From an optimization exercise on the open Yosys and OpenROAD flow, aimed at small area, a short achievable clock period and few clock cycles; shortcuts taken in it are not production practice.
At most, simulation tests tie the RTL to the original design; equivalence was not proved.
No driver is modelled on the clock port, so clock power and skew are understated where the tree is cut down; a real chip needs a root buffer or a tree.
Power and IR drop assume default switching activity.

==> inputs of trial 40 <==
Design fact_machine_wrapper, start of the top module:
module fact_machine_wrapper(
    input logic rst, go, clk,
    input logic [31:0] n,
    output logic [31:0] result,
    output logic done
    );
==> flow/config.mk <==
export PLATFORM = sky130hd
export DESIGN_NAME = fact_machine_wrapper
export DESIGN_NICKNAME = fact_machine_wrapper
export VERILOG_FILES = /design/flow/design.v
export SDC_FILE = /design/flow/constraint.sdc
export NUM_CORES = 4
export LEC_CHECK = 0
export ABC_AREA = 1
export CAP_MARGIN = 20
export CORE_MARGIN = 2
export CORE_UTILIZATION = 25
export SETUP_SLACK_MARGIN = 3.25
export SLEW_MARGIN = 20
==> flow/constraint.sdc <==
create_clock -name core_clock -period 5.0 [get_ports {clk}]
set_input_delay 1.0000 -clock core_clock [delete_from_list [all_inputs] [get_ports {clk}]]
set_output_delay 1.0000 -clock core_clock [all_outputs]
set_load 0.01 [all_outputs]
standard.sh (not shown) runs the stock make flow with config.mk's settings and CLKGATE_MAP_FILE= SYNTH_SCRIPT=/design/flow/synth_recipe.tcl, a recipe that flattens the netlist after the stock synthesis.
==> flow/flow/run.sh <==
#!/bin/bash
# The standard layout (standard.sh), with these changes:
#  - each port's buffer is a plain buf_1;
#  - if flow/resyn.scr exists, the combinational logic of the standard
#    synthesis is re-synthesised with that ABC script (flow/resyn.tcl);
#    flip-flops are kept exactly as the standard synthesis made them;
#  - after CTS, the clock tree is replaced by three clock buffers on the
#    clock port, each driving a third of the registers (flow/onebuf.tcl), so
#    every register's clock passes through one buffer of the same kind.
# Each tool's output goes to a log of its own in this folder.
set -euo pipefail
W=$(pwd)
R=$W/orfs/results/sky130hd/fact_machine_wrapper/base
export BUFFER_PORTS_ARGS="-buffer_cell sky130_fd_sc_hd__buf_1"
if [[ -f $W/flow/resyn.scr ]]; then
  bash standard.sh $R/1_2_yosys.v > standard_synth.log 2>&1
  cp $R/1_2_yosys.v $W/standard_1_2_yosys.v
  YOSYS=${YOSYS_EXE:-$(dirname "$FLOW_HOME")/tools/install/yosys/bin/yosys}
  LIB=$FLOW_HOME/platforms/sky130hd/lib/sky130_fd_sc_hd__tt_025C_1v80.lib \
  IN=$W/standard_1_2_yosys.v OUT=$W/resyn.v TOP=$FLOW_TOP ABCSCRIPT=$W/flow/resyn.scr \
    $YOSYS -c $W/flow/resyn.tcl > resyn.log 2>&1
  cp $W/resyn.v $R/1_2_yosys.v
fi
bash standard.sh $R/4_cts.odb > standard_to_cts.log 2>&1
IN_ODB=$R/4_cts.odb OUT_ODB=$R/4_cts.odb CLK_NBUF=3 CLK_BUF=sky130_fd_sc_hd__clkbuf_8 CLK_PORT=clk \
PLATFORM_DIR=$FLOW_HOME/platforms/sky130hd \
  openroad -no_init -exit $W/flow/onebuf.tcl > onebuf.log 2>&1
bash standard.sh > standard.log 2>&1
Other scripts of this flow, unchanged in this note and not shown: flow/flow/onebuf.tcl, flow/flow/resyn.tcl
==> inputs of build 13, as changes to trial 40 <==
--- a/flow/design.v
+++ b/flow/design.v
@@ -232,10 +232,10 @@
             busy <= go;
             done <= ~go & (done | busy);
         end
     end
     always_ff @(posedge clk) begin
         if (go)
-            code <= {n[5:4] | {2{|n[31:6]}}, n[3:0]};
+            code <= n[5:0] | {6{|n[31:6]}};
         result <= table_out;
     end
 endmodule
==> summary of the runs <==
- Against build 13, the fmax of trial 40 is higher by 5.2%.
- First-iteration DRC count: build 13 is larger than trial 40 (29%).
- Against build 13, the design area of trial 40 is lower by 2.0%.
- In trial 40 the die area is smaller than in build 13, by about 1.8%.
- Of trial 40 and build 13, trial 40 has the higher clock skew (gap 0.0031 ns).
- Via count: trial 40 is smaller than build 13 (4.1%).
- Between build 13 and trial 40, the lower combinational power is in build 13 (gap 19%, measured against trial 40).
Testbench counts of trial 40, summed over its fixed seeds: cycles 960.
The RTL of build 13 was laid out without a check of its function. No run of this note takes its clock network from TritonCTS; it comes from the design's own scripts or RTL.

* * *

==> run a <==
==> flow/design.v <==
module fact_machine_wrapper(
    input logic rst, go, clk,
    input logic [31:0] n,
    output logic [31:0] result,
    output logic done
    );
    logic        busy;        
    logic [5:0]  code;        
    logic [31:0] table_out;   
    assign table_out[0] = (code == 6'd0) | (code == 6'd1);
    assign table_out[1] = (code == 6'd2) | (code == 6'd3);
    assign table_out[2] = (code == 6'd3);
    assign table_out[3] = (code == 6'd4) | (code == 6'd5);
    assign table_out[4] = (code == 6'd4) | (code == 6'd5) | (code == 6'd6) | (code == 6'd7);
    assign table_out[5] = (code == 6'd5) | (code == 6'd7);
    assign table_out[6] = (code == 6'd5) | (code == 6'd6);
    assign table_out[7] = (code == 6'd6) | (code == 6'd7) | (code == 6'd8) | (code == 6'd9);
    assign table_out[8] = (code == 6'd7) | (code == 6'd8) | (code == 6'd9) | (code == 6'd10) | (code == 6'd11);
    assign table_out[9] = (code == 6'd6) | (code == 6'd7) | (code == 6'd10);
    assign table_out[10] = (code == 6'd8) | (code == 6'd10) | (code == 6'd11) | (code == 6'd12) | (code == 6'd13);
    assign table_out[11] = (code == 6'd8) | (code == 6'd9) | (code == 6'd10) | (code == 6'd12) | (code == 6'd13) | (code == 6'd14) | (code == 6'd15);
    assign table_out[12] = (code == 6'd7) | (code == 6'd8) | (code == 6'd10) | (code == 6'd11) | (code == 6'd12) | (code == 6'd15);
    assign table_out[13] = (code == 6'd12) | (code == 6'd14);
    assign table_out[14] = (code == 6'd10) | (code == 6'd12) | (code == 6'd13) | (code == 6'd15);
    assign table_out[15] = (code == 6'd8) | (code == 6'd9) | (code == 6'd12) | (code == 6'd13) | (code == 6'd16) | (code == 6'd17);
    assign table_out[16] = (code == 6'd9) | (code == 6'd10) | (code == 6'd11) | (code == 6'd14) | (code == 6'd15) | (code == 6'd16) | (code == 6'd17) | (code == 6'd18) | (code == 6'd19);
    assign table_out[17] = (code == 6'd10) | (code == 6'd14) | (code == 6'd15) | (code == 6'd18);
    assign table_out[18] = (code == 6'd9) | (code == 6'd10) | (code == 6'd12) | (code == 6'd15) | (code == 6'd16) | (code == 6'd17) | (code == 6'd20) | (code == 6'd21);
    assign table_out[19] = (code == 6'd12) | (code == 6'd13) | (code == 6'd14) | (code == 6'd17) | (code == 6'd19) | (code == 6'd22) | (code == 6'd23);
    assign table_out[20] = (code == 6'd10) | (code == 6'd14) | (code == 6'd15) | (code == 6'd16) | (code == 6'd18) | (code == 6'd20) | (code == 6'd22);
    assign table_out[21] = (code == 6'd10) | (code == 6'd11) | (code == 6'd13) | (code == 6'd14) | (code == 6'd15) | (code == 6'd16) | (code == 6'd18) | (code == 6'd20) | (code == 6'd23);
    assign table_out[22] = (code == 6'd11) | (code == 6'd15) | (code == 6'd16) | (code == 6'd17) | (code == 6'd18) | (code == 6'd21) | (code == 6'd22) | (code == 6'd23) | (code == 6'd24) | (code == 6'd25);
    assign table_out[23] = (code == 6'd12) | (code == 6'd17) | (code == 6'd19) | (code == 6'd20) | (code == 6'd21) | (code == 6'd22) | (code == 6'd24) | (code == 6'd25) | (code == 6'd26) | (code == 6'd27);
    assign table_out[24] = (code == 6'd13) | (code == 6'd15) | (code == 6'd16) | (code == 6'd23) | (code == 6'd24) | (code == 6'd25) | (code == 6'd26);
    assign table_out[25] = (code == 6'd11) | (code == 6'd13) | (code == 6'd15) | (code == 6'd16) | (code == 6'd17) | (code == 6'd18) | (code == 6'd19) | (code == 6'd20) | (code == 6'd23) | (code == 6'd25) | (code == 6'd28) | (code == 6'd29);
    assign table_out[26] = (code == 6'd12) | (code == 6'd14) | (code == 6'd15) | (code == 6'd16) | (code == 6'd17) | (code == 6'd19) | (code == 6'd28) | (code == 6'd29) | (code == 6'd30) | (code == 6'd31);
    assign table_out[27] = (code == 6'd12) | (code == 6'd14) | (code == 6'd17) | (code == 6'd18) | (code == 6'd21) | (code == 6'd25) | (code == 6'd27) | (code == 6'd28) | (code == 6'd31);
    assign table_out[28] = (code == 6'd12) | (code == 6'd13) | (code == 6'd15) | (code == 6'd16) | (code == 6'd21) | (code == 6'd23) | (code == 6'd24) | (code == 6'd25) | (code == 6'd26) | (code == 6'd27) | (code == 6'd29) | (code == 6'd30);
    assign table_out[29] = (code == 6'd13) | (code == 6'd15) | (code == 6'd16) | (code == 6'd17) | (code == 6'd21) | (code == 6'd22) | (code == 6'd23) | (code == 6'd25) | (code == 6'd28) | (code == 6'd29) | (code == 6'd31);
    assign table_out[30] = (code == 6'd13) | (code == 6'd14) | (code == 6'd15) | (code == 6'd16) | (code == 6'd17) | (code == 6'd18) | (code == 6'd22) | (code == 6'd24) | (code == 6'd25) | (code == 6'd27) | (code == 6'd30);
    assign table_out[31] = (code == 6'd17) | (code == 6'd18) | (code == 6'd20) | (code == 6'd21) | (code == 6'd22) | (code == 6'd24) | (code == 6'd26) | (code == 6'd28) | (code == 6'd29) | (code == 6'd32) | (code == 6'd33);
    always_ff @(posedge clk) begin
        if (rst) begin
            busy <= 1'b0;
            done <= 1'b0;
        end else begin
            busy <= go;
            done <= ~go & (done | busy);
        end
    end
    always_ff @(posedge clk) begin
        if (go)
            code <= n[5:0] | {6{|n[31:6]}};
        result <= table_out;
    end
endmodule
==> flow/flow/run.sh <==
#!/bin/bash
# The standard layout (standard.sh), with these changes:
#  - each port's buffer is a plain buf_1;
#  - if flow/resyn.scr exists, the combinational logic of the standard
#    synthesis is re-synthesised with that ABC script (flow/resyn.tcl);
#    flip-flops are kept exactly as the standard synthesis made them;
#  - after CTS, the clock tree is replaced by three clock buffers on the
#    clock port, each driving a third of the registers (flow/onebuf.tcl), so
#    every register's clock passes through one buffer of the same kind.
# Each tool's output goes to a log of its own in this folder.
set -euo pipefail
W=$(pwd)
R=$W/orfs/results/sky130hd/fact_machine_wrapper/base
export BUFFER_PORTS_ARGS="-buffer_cell sky130_fd_sc_hd__buf_1"
if [[ -f $W/flow/resyn.scr ]]; then
  bash standard.sh $R/1_2_yosys.v > standard_synth.log 2>&1
  cp $R/1_2_yosys.v $W/standard_1_2_yosys.v
  YOSYS=${YOSYS_EXE:-$(dirname "$FLOW_HOME")/tools/install/yosys/bin/yosys}
  LIB=$FLOW_HOME/platforms/sky130hd/lib/sky130_fd_sc_hd__tt_025C_1v80.lib \
  IN=$W/standard_1_2_yosys.v OUT=$W/resyn.v TOP=$FLOW_TOP ABCSCRIPT=$W/flow/resyn.scr \
    $YOSYS -c $W/flow/resyn.tcl > resyn.log 2>&1
  cp $W/resyn.v $R/1_2_yosys.v
fi
bash standard.sh $R/4_cts.odb > standard_to_cts.log 2>&1
IN_ODB=$R/4_cts.odb OUT_ODB=$R/4_cts.odb CLK_NBUF=3 CLK_BUF=sky130_fd_sc_hd__clkbuf_8 CLK_PORT=clk \
PLATFORM_DIR=$FLOW_HOME/platforms/sky130hd \
  openroad -no_init -exit $W/flow/onebuf.tcl > onebuf.log 2>&1
bash standard.sh > standard.log 2>&1
==> flow/flow/onebuf.tcl <==
# Replace the clock tree that CTS built by CLK_NBUF clock buffers (cell
# CLK_BUF) that the clock port drives, each driving an equal share of the
# registers, grouped by position. Every register's clock then passes through
# exactly one buffer of the same kind. CTS's dummy loads are removed.
read_db $::env(IN_ODB)
set block [ord::get_db_block]
set buf_master [[ord::get_db] findMaster $::env(CLK_BUF)]
set clk_net [$block findNet $::env(CLK_PORT)]
set root ""
foreach it [$clk_net getITerms] {
  if {[$it isInputSignal]} { set root [$it getInst] }
}
if {$root eq ""} { error "no buffer on the clock port" }
set root_out ""
foreach it [$root getITerms] { if {[$it isOutputSignal]} { set root_out [$it getNet] } }
# collect every clock buffer below the root, level by level
set todo [list $root_out]
set sinks {}
set dead_insts {}
set dead_nets {}
while {[llength $todo]} {
  set net [lindex $todo 0]; set todo [lrange $todo 1 end]
  foreach it [$net getITerms] {
    if {![$it isInputSignal]} continue
    set inst [$it getInst]
    set m [[$inst getMaster] getName]
    if {[string match "sky130_fd_sc_hd__clkbuf_*" $m] || [string match "sky130_fd_sc_hd__buf_*" $m]} {
      lappend dead_insts $inst
      foreach o [$inst getITerms] {
        if {![$o isOutputSignal]} continue
        set onet [$o getNet]
        if {$onet eq "NULL" || $onet eq ""} continue
        lappend todo $onet
        lappend dead_nets $onet
      }
    } elseif {[$it getMTerm] ne "" && [[$it getMTerm] getName] eq "CLK"} {
      lappend sinks $it
    } else {
      # a dummy load CTS added for balancing: its output drives nothing
      foreach o [$inst getITerms] {
        if {![$o isOutputSignal]} continue
        set onet [$o getNet]
        if {$onet eq "NULL" || $onet eq ""} continue
        if {[llength [$onet getITerms]] > 1 || [llength [$onet getBTerms]] > 0} { error "clock sink [$inst getName] drives logic" }
        lappend dead_nets $onet
      }
      lappend dead_insts $inst
    }
  }
}
puts "clock sinks: [llength $sinks], buffers removed: [llength $dead_insts]"
foreach it $sinks { $it disconnect }
foreach inst $dead_insts { odb::dbInst_destroy $inst }
foreach net $dead_nets { odb::dbNet_destroy $net }
odb::dbInst_destroy $root
odb::dbNet_destroy $root_out
# split the sinks into K groups of equal size by position (slices across the
# wider side of their bounding box), each driven by one buffer on the port
set K $::env(CLK_NBUF)
set pts {}
set x0 1e18; set x1 -1e18; set y0 1e18; set y1 -1e18
foreach it $sinks {
  set b [[$it getInst] getBBox]
  set x [expr {([$b xMin] + [$b xMax]) / 2}]; set y [expr {([$b yMin] + [$b yMax]) / 2}]
  lappend pts [list $it $x $y]
  set x0 [expr {min($x0, $x)}]; set x1 [expr {max($x1, $x)}]; set y0 [expr {min($y0, $y)}]; set y1 [expr {max($y1, $y)}]
}
set key [expr {($x1 - $x0) >= ($y1 - $y0) ? 1 : 2}]
set pts [lsort -integer -index $key $pts]
set n [llength $pts]
for {set g 0} {$g < $K} {incr g} {
  set lo [expr {$g * $n / $K}]; set hi [expr {($g + 1) * $n / $K - 1}]
  set grp [lrange $pts $lo $hi]
  set net [odb::dbNet_create $block "clknet_$g"]
  $net setSigType CLOCK
  set inst [odb::dbInst_create $block $buf_master "clkbuf_$g"]
  [$inst findITerm A] connect $clk_net
  [$inst findITerm X] connect $net
  [$inst findITerm VPWR] connect [$block findNet VDD]
  [$inst findITerm VGND] connect [$block findNet VSS]
  [$inst findITerm VPB] connect [$block findNet VDD]
  [$inst findITerm VNB] connect [$block findNet VSS]
  set xs 0; set ys 0
  foreach p $grp { [lindex $p 0] connect $net; set xs [expr {$xs + [lindex $p 1]}]; set ys [expr {$ys + [lindex $p 2]}] }
  set m [llength $grp]
  $inst setLocation [expr {$xs / $m}] [expr {$ys / $m}]
  $inst setPlacementStatus PLACED
  puts "clock buffer clkbuf_$g drives $m sinks"
}
source $::env(PLATFORM_DIR)/setRC.tcl
detailed_placement
check_placement -verbose
write_db $::env(OUT_ODB)
==> flow/flow/resyn.tcl <==
# Re-synthesise the combinational logic of the standard synthesis netlist for
# area, keeping every flip-flop instance (name, cell type, connections).
yosys -import
set lib $::env(LIB)
read_liberty -ignore_miss_func -ignore_miss_dir $lib
read_verilog $::env(IN)
hierarchy -top $::env(TOP)
set ffs {}
foreach c [split [string trim [exec grep -oE {sky130_fd_sc_hd__[a-z0-9_]+} $::env(IN)]] "\n"] {
  if {[regexp {__(e?dfxtp|dfrtp|dfstp|dfbbp|sdf|dlx|dlrtp|edfxbp|dfxbp)} $c] && [lsearch $ffs $c] < 0} { lappend ffs $c }
}
puts "flip-flop cells kept: $ffs"
setattr -mod -set keep_hierarchy 1 {*}$ffs
flatten
foreach m $ffs { blackbox $m }
opt_clean -purge
abc -liberty $lib -script $::env(ABCSCRIPT)
read_liberty -lib -nooverwrite $lib
splitnets
opt_clean -purge
hilomap -singleton -hicell sky130_fd_sc_hd__conb_1 HI -locell sky130_fd_sc_hd__conb_1 LO
insbuf -buf sky130_fd_sc_hd__buf_4 A X
yosys rename -hide w:*.*
opt_clean -purge
tee -o $::env(OUT).stat stat -liberty $lib
check -assert -mapped
write_verilog -noattr -nohex -nodec $::env(OUT)
==> flow/standard.sh <==
#!/bin/bash
# synth_recipe.tcl (not shown) runs the flow's synth.tcl, then flattens the netlist and writes it again
# the make line also repeats each setting of config.mk as NAME=value (left out here)
make -C /OpenROAD-flow-scripts/flow DESIGN_CONFIG=/design/flow/config.mk WORK_HOME=/design/flow/orfs CLKGATE_MAP_FILE= SYNTH_SCRIPT=/design/flow/synth_recipe.tcl "${@:-finish}"
==> flow/config.mk <==
export PLATFORM = sky130hd
export DESIGN_NAME = fact_machine_wrapper
export DESIGN_NICKNAME = fact_machine_wrapper
export VERILOG_FILES = /design/flow/design.v
export SDC_FILE = /design/flow/constraint.sdc
export NUM_CORES = 4
export LEC_CHECK = 0
export ABC_AREA = 1
export CAP_MARGIN = 20
export CORE_MARGIN = 2
export CORE_UTILIZATION = 25
export SETUP_SLACK_MARGIN = 3.3
export SLEW_MARGIN = 20
==> flow/constraint.sdc <==
create_clock -name core_clock -period 5.0 [get_ports {clk}]
set_input_delay 1.0000 -clock core_clock [delete_from_list [all_inputs] [get_ports {clk}]]
set_output_delay 1.0000 -clock core_clock [all_outputs]
set_load 0.01 [all_outputs]
==> run b (differences from run a) <==
--- a/flow/config.mk
+++ b/flow/config.mk
@@ -11,3 +11,3 @@
 export CORE_UTILIZATION = 25
-export SETUP_SLACK_MARGIN = 3.3
+export SETUP_SLACK_MARGIN = 3.1
 export SLEW_MARGIN = 20
==> comparison <==
- Against run b, the worst setup slack of run a is better by 130 ps.
- In critical path depth, run b and run a do not differ.
- Against run b, the maximum frequency of run a is higher by about 8%.
- Of run a and run b, run a has the higher design area (gap 5.1%, measured against run b).
Testbench counts of run a, summed over its fixed seeds: cycles 960.
Testbench counts of run b, summed over its fixed seeds: cycles 960.
No run of this note takes its clock network from TritonCTS; it comes from the design's own scripts or RTL.

afterwards: timing with drivers on the ports:
No port has a modelled driver above. Below, the same layouts with a new extraction and two added sets of constraints.
Step 1 assumes that a clkbuf_16 drives the clock port and a buf_2 every other input.
Step 2 moves the port delays by t, midway between the first and last clock arrival at a register: inputs arrive t later, outputs are due t later. That takes back most of the time a late clock gives input paths.
a / b / c = ideal / step 1 / step 2; a / b = the first two.
run	t, ns	slack for setup (ns)	worst setup path at the end	slew at the worst register clock pin (ns)	worst data-port slew with drivers (ns)
trial 40	0.185	3.236 / 3.244 / 3.059	input to register	0.09 / 0.09	0.04
build 13	0.187	3.144 / 3.170 / 2.983	input to register	0.08 / 0.08	0.03
run a	0.188	3.358 / 3.357 / 3.195	input to register	0.08 / 0.08	0.03
run b	0.187	3.229 / 3.229 / 3.141	input to register	0.09 / 0.09	0.03
After both steps setup and hold are still met in every run listed. The setup slack of trial 40, which loses most, moves by +0.008 ns with the drivers and by -0.177 ns with both steps.
